This design comes from an exercise in tuning for small area and a short achievable clock period on the open sky130 flow, not from production work. Where RTL was checked, it was by simulation tests only, not by an equivalence proof against the original. No driver is modelled on the clock port, so clock power and skew are understated where the tree is cut down; a real chip needs a root buffer or a tree.

## top
module top (
    input clk,
    input rst_n,
    input vld_in,
    input [31:0] x,
    output reg vld_out,
    output reg [16:0] y
);
Size in the first run: roughly 540 flip-flops, ~0.017 mm² of cells after synthesis.
make LEC_CHECK=0 CAP_MARGIN=20 CORE_MARGIN=2 CORE_UTILIZATION=40 CTS_BUF_LIST=sky130_fd_sc_hd__clkbuf_4 CTS_CLUSTER_DIAMETER=40 CTS_CLUSTER_SIZE=10 SLEW_MARGIN=20 finish   # period 10.0 ns
run.sh (not shown) runs the stock make flow with config.mk's settings and CLKGATE_MAP_FILE= SYNTH_SCRIPT=/design/flow/synth_recipe.tcl, a recipe that flattens the netlist after the stock synthesis.
The first run passed the timing, DRC and antenna checks.
Change:
--- a/flow/config.mk
+++ b/flow/config.mk
@@ -10,5 +10,2 @@
 export CORE_UTILIZATION = 40
-export CTS_BUF_LIST = sky130_fd_sc_hd__clkbuf_4
-export CTS_CLUSTER_DIAMETER = 40
-export CTS_CLUSTER_SIZE = 10
 export SLEW_MARGIN = 20
Design area went up by 5.2%.
Wire length went down by 0.75%.
Setup slack improved by 190 ps.
Utilization went up by 2.3 points.
Die area is unchanged.
Non-clock buffer count is unchanged.
Maximum frequency went up by 5.6%.
Via count went down by 1.9%.
Clock skew went down by 43 ps.
Critical path depth is unchanged.
Change:
--- a/flow/config.mk
+++ b/flow/config.mk
@@ -10,2 +10,5 @@
 export CORE_UTILIZATION = 40
+export CTS_BUF_LIST = sky130_fd_sc_hd__clkbuf_8
+export CTS_CLUSTER_DIAMETER = 50
+export CTS_CLUSTER_SIZE = 16
 export SLEW_MARGIN = 20
What happened: Via count decreases slightly; routed wire length decreases slightly; global-route usage decreases by 0.27 points; cell area decreases by a few percent; maximum frequency decreases slightly; setup slack degrades by 44 ps; hold slack degrades by 19 ps; clock skew increases by 8.6 ps; synthesized cell count does not change.
Change:
==> flow/flow/run.sh (new file) <==
#!/bin/bash
# Standard ORFS layout, with the port buffers made from buf_2 cells instead of
# the flow's default choice (a slow clkdlybuf4s50_1 delay cell).
set -euo pipefail
export BUFFER_PORTS_ARGS="-buffer_cell sky130_fd_sc_hd__buf_2"
bash standard.sh > standard_flow.log 2>&1
==> flow/standard.sh (new file) <==
#!/bin/bash
# synth_recipe.tcl (not shown) runs the flow's synth.tcl, then flattens the netlist and writes it again
# the make line also repeats each setting of config.mk as NAME=value (left out here)
make -C /OpenROAD-flow-scripts/flow DESIGN_CONFIG=/design/flow/config.mk WORK_HOME=/design/flow/orfs CLKGATE_MAP_FILE= SYNTH_SCRIPT=/design/flow/synth_recipe.tcl "${@:-finish}"
removed: flow/run.sh
Result:
- The changed run ran to the end with no violations
- routed wire length climbs by 1.3%
- register-to-register slack improved by 50 ps
- cell count stays flat
- area after synthesis is unchanged
No functional check of the RTL was part of any run of this note.


top, a different RTL version from the one above (not shown whole).
For scale: about 1200 cells after synthesis, ~490 flip-flops, about 16000 um^2 of cells after synthesis.
==> flow/config.mk <==
export PLATFORM = sky130hd
export DESIGN_NAME = top
export DESIGN_NICKNAME = top
export VERILOG_FILES = /design/flow/design.v
export SDC_FILE = /design/flow/constraint.sdc
export NUM_CORES = 4
export LEC_CHECK = 0
export CAP_MARGIN = 20
export CORE_MARGIN = 2
export CORE_UTILIZATION = 60
export SLEW_MARGIN = 20
==> flow/constraint.sdc <==
create_clock -name core_clock -period 10.0 [get_ports {clk}]
set_input_delay 2.0000 -clock core_clock [delete_from_list [all_inputs] [get_ports {clk}]]
set_output_delay 2.0000 -clock core_clock [all_outputs]
set_load 0.01 [all_outputs]
standard.sh (not shown) runs the stock make flow with config.mk's settings and CLKGATE_MAP_FILE= SYNTH_SCRIPT=/design/flow/synth_recipe.tcl, a recipe that flattens the netlist after the stock synthesis.
==> flow/flow/run.sh <==
#!/bin/bash
# Standard ORFS layout with two changes: the port buffers are buf_2 cells
# instead of the flow's default choice (a slow clkdlybuf4s50_1 delay cell), and
# clock tree synthesis inserts no dummy balancing loads.
set -euo pipefail
export BUFFER_PORTS_ARGS="-buffer_cell sky130_fd_sc_hd__buf_2"
export CTS_ARGS="-sink_clustering_enable -repair_clock_nets -sink_clustering_size 30 -sink_clustering_max_diameter 80 -buf_list {sky130_fd_sc_hd__clkbuf_8 sky130_fd_sc_hd__clkbuf_16} -root_buf sky130_fd_sc_hd__clkbuf_16 -dont_use_dummy_load"
bash standard.sh > standard_flow.log 2>&1
Then changed:
==> flow/flow/run.sh (replaced) <==
#!/bin/bash
# Standard ORFS layout with two changes: the port buffers are buf_2 cells
# instead of the flow's default choice (a slow clkdlybuf4s50_1 delay cell), and
# clock tree synthesis inserts no dummy balancing loads.
set -euo pipefail
export BUFFER_PORTS_ARGS="-buffer_cell sky130_fd_sc_hd__buf_2"
export CTS_ARGS="-sink_clustering_enable -repair_clock_nets -sink_clustering_size 16 -sink_clustering_max_diameter 50 -buf_list sky130_fd_sc_hd__clkbuf_8 -dont_use_dummy_load"
bash standard.sh > standard_flow.log 2>&1
- The new run passed the timing, DRC and antenna checks
- design area increases slightly
- global-route usage is higher by 0.43 points
- synthesized cell count stays the same
- flip-flop and latch count stays the same
- area after synthesis is unchanged
- clock-buffer cell count increases by 22
- routed wire length rose slightly
Then changed:
==> flow/flow/run.sh (replaced) <==
#!/bin/bash
# Standard ORFS layout with these changes:
#  - the port buffers are buf_2 cells instead of the flow's default choice
#    (a slow clkdlybuf4s50_1 delay cell);
#  - clock tree synthesis uses clkbuf_8/clkbuf_16, larger sink clusters and no
#    dummy balancing loads;
set -euo pipefail
here=$(pwd)
export BUFFER_PORTS_ARGS="-buffer_cell sky130_fd_sc_hd__buf_2"
export CTS_ARGS="-sink_clustering_enable -repair_clock_nets -sink_clustering_size 30 -sink_clustering_max_diameter 80 -buf_list {sky130_fd_sc_hd__clkbuf_8 sky130_fd_sc_hd__clkbuf_16} -root_buf sky130_fd_sc_hd__clkbuf_16 -dont_use_dummy_load"
export SETUP_SLACK_MARGIN=${SETUP_SLACK_MARGIN:-7.0}
bash standard.sh cts > standard_cts.log 2>&1
res=$(ls -d "$here"/orfs/results/*/top/base)
cp "$res/4_cts.odb" "$res/4_cts_with_root.odb"
RES="$res" openroad -no_init -exit "$here/flow/drop_root.tcl" > drop_root.log 2>&1
bash standard.sh > standard_flow.log 2>&1
==> flow/flow/drop_root.tcl (new file) <==
read_db $::env(RES)/4_cts.odb
set block [ord::get_db_block]
set clk [$block findNet clk]
set loads {}
foreach it [$clk getITerms] { lappend loads $it }
if {[llength $loads] != 1} { puts "root: clock port drives [llength $loads] pins; unchanged"; exit 0 }
set root [[lindex $loads 0] getInst]
set out ""
foreach it [$root getITerms] {
  if {[$it isOutputSignal]} { set out [$it getNet] }
}
set sinks {}
foreach it [$out getITerms] {
  if {![$it isOutputSignal]} { lappend sinks $it }
}
if {[llength $sinks] > 4} { puts "root drives [llength $sinks] pins; unchanged"; exit 0 }
puts "removing [$root getName] ([[$root getMaster] getName]) driving [llength $sinks] pins"
foreach it $sinks {
  $it disconnect
  $it connect $clk
}
foreach it [$root getITerms] { $it disconnect }
odb::dbInst_destroy $root
odb::dbNet_destroy $out
write_db $::env(RES)/4_cts.odb
Final area fell slightly.
Setup slack gets better by 0.15 ns.
Count of clock-buffer cells in the layout fell by 23.
Final cell count fell slightly.
Then changed:
==> flow/flow/run.sh (replaced) <==
#!/bin/bash
# Standard ORFS layout with two changes: the port buffers are buf_2 cells
# instead of the flow's default choice (a slow clkdlybuf4s50_1 delay cell), and
# clock tree synthesis inserts no dummy balancing loads; timing repair aims
# for 7 ns of setup slack.
set -euo pipefail
export BUFFER_PORTS_ARGS="-buffer_cell sky130_fd_sc_hd__buf_2"
export CTS_ARGS="-sink_clustering_enable -repair_clock_nets -sink_clustering_size 16 -sink_clustering_max_diameter 50 -buf_list sky130_fd_sc_hd__clkbuf_8 -dont_use_dummy_load"
export SETUP_SLACK_MARGIN=7.0
bash standard.sh > standard_flow.log 2>&1
removed: flow/flow/drop_root.tcl
Clock-buffer cell count climbs by 22.
Sequential share of layout area falls by 0.32 points.
Sequential cell count stays the same.
No run of this note included a check of the RTL's function; only the layout flow was run.


== oak ==
Another version of the RTL of top (not shown whole).
Size: roughly 1,200 cells after synthesis, ~53 I/O pins, about 0.016 mm² of cells after synthesis.
==> flow/config.mk <==
export PLATFORM = sky130hd
export DESIGN_NAME = top
export DESIGN_NICKNAME = top
export VERILOG_FILES = /design/flow/design.v
export SDC_FILE = /design/flow/constraint.sdc
export NUM_CORES = 4
export LEC_CHECK = 0
export CAP_MARGIN = 20
export CORE_MARGIN = 2
export CORE_UTILIZATION = 75
export SLEW_MARGIN = 20
==> flow/constraint.sdc <==
create_clock -name core_clock -period 10.0 [get_ports {clk}]
set_input_delay 2.0000 -clock core_clock [delete_from_list [all_inputs] [get_ports {clk}]]
set_output_delay 2.0000 -clock core_clock [all_outputs]
set_load 0.01 [all_outputs]
==> flow/flow/run.sh <==
#!/bin/bash
# Standard ORFS layout with these changes:
#  - the port buffers are buf_2 cells instead of the flow's default choice
#    (a slow clkdlybuf4s50_1 delay cell);
#  - clock tree synthesis uses clkbuf_8/clkbuf_16, larger sink clusters and no
#    dummy balancing loads;
set -euo pipefail
here=$(pwd)
export BUFFER_PORTS_ARGS="-buffer_cell sky130_fd_sc_hd__buf_2"
export CTS_ARGS="-sink_clustering_enable -repair_clock_nets -sink_clustering_size 30 -sink_clustering_max_diameter 80 -buf_list {sky130_fd_sc_hd__clkbuf_8 sky130_fd_sc_hd__clkbuf_16} -root_buf sky130_fd_sc_hd__clkbuf_16 -dont_use_dummy_load"
export SETUP_SLACK_MARGIN=${SETUP_SLACK_MARGIN:-7.0}
bash standard.sh cts > standard_cts.log 2>&1
res=$(ls -d "$here"/orfs/results/*/top/base)
cp "$res/4_cts.odb" "$res/4_cts_with_root.odb"
RES="$res" openroad -no_init -exit "$here/flow/drop_root.tcl" > drop_root.log 2>&1
bash standard.sh > standard_flow.log 2>&1
==> flow/flow/drop_root.tcl <==
read_db $::env(RES)/4_cts.odb
set block [ord::get_db_block]
set clk [$block findNet clk]
set loads {}
foreach it [$clk getITerms] { lappend loads $it }
if {[llength $loads] != 1} { puts "root: clock port drives [llength $loads] pins; unchanged"; exit 0 }
set root [[lindex $loads 0] getInst]
set out ""
foreach it [$root getITerms] {
  if {[$it isOutputSignal]} { set out [$it getNet] }
}
set sinks {}
foreach it [$out getITerms] {
  if {![$it isOutputSignal]} { lappend sinks $it }
}
if {[llength $sinks] > 4} { puts "root drives [llength $sinks] pins; unchanged"; exit 0 }
puts "removing [$root getName] ([[$root getMaster] getName]) driving [llength $sinks] pins"
foreach it $sinks {
  $it disconnect
  $it connect $clk
}
foreach it [$root getITerms] { $it disconnect }
odb::dbInst_destroy $root
odb::dbNet_destroy $out
write_db $::env(RES)/4_cts.odb
Changes in pine relative to oak:
- CORE_UTILIZATION now 60, was 75
--- outcome ---
For pine and oak, there was not a single run that failed to finish clean.
As of pine, die area had risen by more than 10% compared to oak.
The achievable frequency on oak is in line with that on pine.
Summary of pine over oak: count of clock-buffer cells in the layout did not really move; via density per instance now smaller; sequential cell area share shows a reduction of 0.30 points.
pine gives more area overhead of the layout relative to synthesis than oak did.
> inputs changed (pine -> birch)
- a change of CORE_UTILIZATION from 60 to 75
diff --git a/flow/flow/run.sh b/flow/flow/run.sh
--- a/flow/flow/run.sh
+++ b/flow/flow/run.sh
@@ -9,3 +9,3 @@
 export BUFFER_PORTS_ARGS="-buffer_cell sky130_fd_sc_hd__buf_2"
-export CTS_ARGS="-sink_clustering_enable -repair_clock_nets -sink_clustering_size 30 -sink_clustering_max_diameter 80 -buf_list {sky130_fd_sc_hd__clkbuf_8 sky130_fd_sc_hd__clkbuf_16} -root_buf sky130_fd_sc_hd__clkbuf_16 -dont_use_dummy_load"
+export CTS_ARGS="-sink_clustering_enable -repair_clock_nets -sink_clustering_size 20 -sink_clustering_max_diameter 60 -buf_list sky130_fd_sc_hd__clkbuf_8 -root_buf sky130_fd_sc_hd__clkbuf_16 -dont_use_dummy_load"
 export SETUP_SLACK_MARGIN=${SETUP_SLACK_MARGIN:-7.0}
==> comparison <==
Diff pine -> birch: routed wire length moved up, synthesized area level. Die height: birch vs pine down 10%. Summary of birch over pine: cell area moved down.


Starting RTL as in the previous note.
==> flow/design.v (excerpt) <==
module top (
    input clk,
    input rst_n,
    input vld_in,
    input [31:0] x,
    output reg vld_out,
    output reg [16:0] y
);
==> flow/config.mk <==
export PLATFORM = sky130hd
export DESIGN_NAME = top
export DESIGN_NICKNAME = top
export VERILOG_FILES = /design/flow/design.v
export SDC_FILE = /design/flow/constraint.sdc
export NUM_CORES = 4
export LEC_CHECK = 0
export CAP_MARGIN = 20
export CORE_MARGIN = 2
export CORE_UTILIZATION = 75
export SLEW_MARGIN = 20
==> flow/constraint.sdc <==
create_clock -name core_clock -period 10.0 [get_ports {clk}]
set_input_delay 2.0000 -clock core_clock [delete_from_list [all_inputs] [get_ports {clk}]]
set_output_delay 2.0000 -clock core_clock [all_outputs]
set_load 0.01 [all_outputs]
==> flow/flow/run.sh <==
#!/bin/bash
# Standard ORFS layout with these changes:
#  - the port buffers are buf_2 cells instead of the flow's default choice
#    (a slow clkdlybuf4s50_1 delay cell);
#  - clock tree synthesis uses clkbuf_8 buffers (clkbuf_16 at the root), sink
#    clusters of up to 20 flip-flops and no
#    dummy balancing loads;
set -euo pipefail
here=$(pwd)
export BUFFER_PORTS_ARGS="-buffer_cell sky130_fd_sc_hd__buf_2"
export CTS_ARGS="-sink_clustering_enable -repair_clock_nets -sink_clustering_size 16 -sink_clustering_max_diameter 50 -buf_list sky130_fd_sc_hd__clkbuf_8 -root_buf sky130_fd_sc_hd__clkbuf_16 -dont_use_dummy_load"
export SETUP_SLACK_MARGIN=${SETUP_SLACK_MARGIN:-7.0}
bash standard.sh cts > standard_cts.log 2>&1
res=$(ls -d "$here"/orfs/results/*/top/base)
cp "$res/4_cts.odb" "$res/4_cts_with_root.odb"
RES="$res" openroad -no_init -exit "$here/flow/drop_root.tcl" > drop_root.log 2>&1
bash standard.sh > standard_flow.log 2>&1
Other scripts of this flow, unchanged in this note and not shown: flow/flow/drop_root.tcl
The baseline passed the timing, DRC and antenna checks.
Rerun with:
--- a/flow/flow/run.sh
+++ b/flow/flow/run.sh
@@ -11 +11 @@
-export CTS_ARGS="-sink_clustering_enable -repair_clock_nets -sink_clustering_size 16 -sink_clustering_max_diameter 50 -buf_list sky130_fd_sc_hd__clkbuf_8 -root_buf sky130_fd_sc_hd__clkbuf_16 -dont_use_dummy_load"
+export CTS_ARGS="-sink_clustering_enable -repair_clock_nets -sink_clustering_size 20 -sink_clustering_max_diameter 60 -buf_list sky130_fd_sc_hd__clkbuf_8 -root_buf sky130_fd_sc_hd__clkbuf_16 -dont_use_dummy_load"
Settings changed: CORE_UTILIZATION 75 to 85.
Outcome: The new run finished clean. Utilization goes up by 10 points. Setup slack is worse by 0.035 ns. Cell area goes down slightly. Wire length goes up by well over a third.
Rerun with:
Settings changed: CORE_UTILIZATION 85 to 75.
What happened: The new run went through all stages and came out clean; sequential cell count does not change; non-clock buffer count fell by 1; wire length went down by 30%; design area goes up by 0.38%.

## port drivers added, routing unchanged
No port has a modelled driver above. Below, the same layouts with a new extraction and two added sets of constraints.
Step 1, drivers: a clkbuf_16 drives clk and a buf_2 each remaining input, both assumed.
Step 2, shift: input delay + t, output delay - t, t = (earliest + latest rising clock arrival at the registers) / 2. This alone moves slack from input paths to output paths.
Three values: ideal ports, drivers, drivers and shift; two values: the first two.
run | shift t [ns] | setup slack, ns | worst setup path after step 2 | worst data-port slew with drivers (ns)
the first run of note 1 | 0.803 | 6.385 / 6.339 / 7.032 | input to register | 0.04
the second run of note 1 | 0.642 | 6.576 / 6.522 / 7.029 | input to register | 0.04
the third run of note 1 | 0.655 | 6.532 / 6.480 / 7.031 | input to register | 0.04
the fourth run of note 1 | 0.677 | 6.852 / 6.800 / 7.261 | register to register | 0.04
the first run of note 2 | 0.551 | 6.950 / 6.904 / 6.585 | input to register | 0.03
the second run of note 2 | 0.587 | 6.930 / 6.886 / 6.547 | input to register | 0.03
the third run of note 2 | 0.443 | 7.080 / 7.035 / 6.676 | input to register | 0.03
the fourth run of note 2 | 0.572 | 6.941 / 6.901 / 6.678 | input to register | 0.03
oak | 0.432 | 7.094 / 7.033 / 7.000 | input to register | 0.03
pine | 0.447 | 7.086 / 7.026 / 6.993 | input to register | 0.03
birch | 0.432 | 7.105 / 7.045 / 7.014 | input to register | 0.03
the first run of note 4 | 0.396 | 7.180 / 7.090 / 6.988 | input to register | 0.03
the second run of note 4 | 0.409 | 7.146 / 7.058 / 6.899 | input to register | 0.06
the third run of note 4 | 0.396 | 7.158 / 7.073 / 7.015 | input to register | 0.03
After both steps every run listed still meets setup and hold. For the third run of note 2, which loses most, drivers alone change the setup slack by -0.045 ns; drivers and shift together by -0.404 ns.
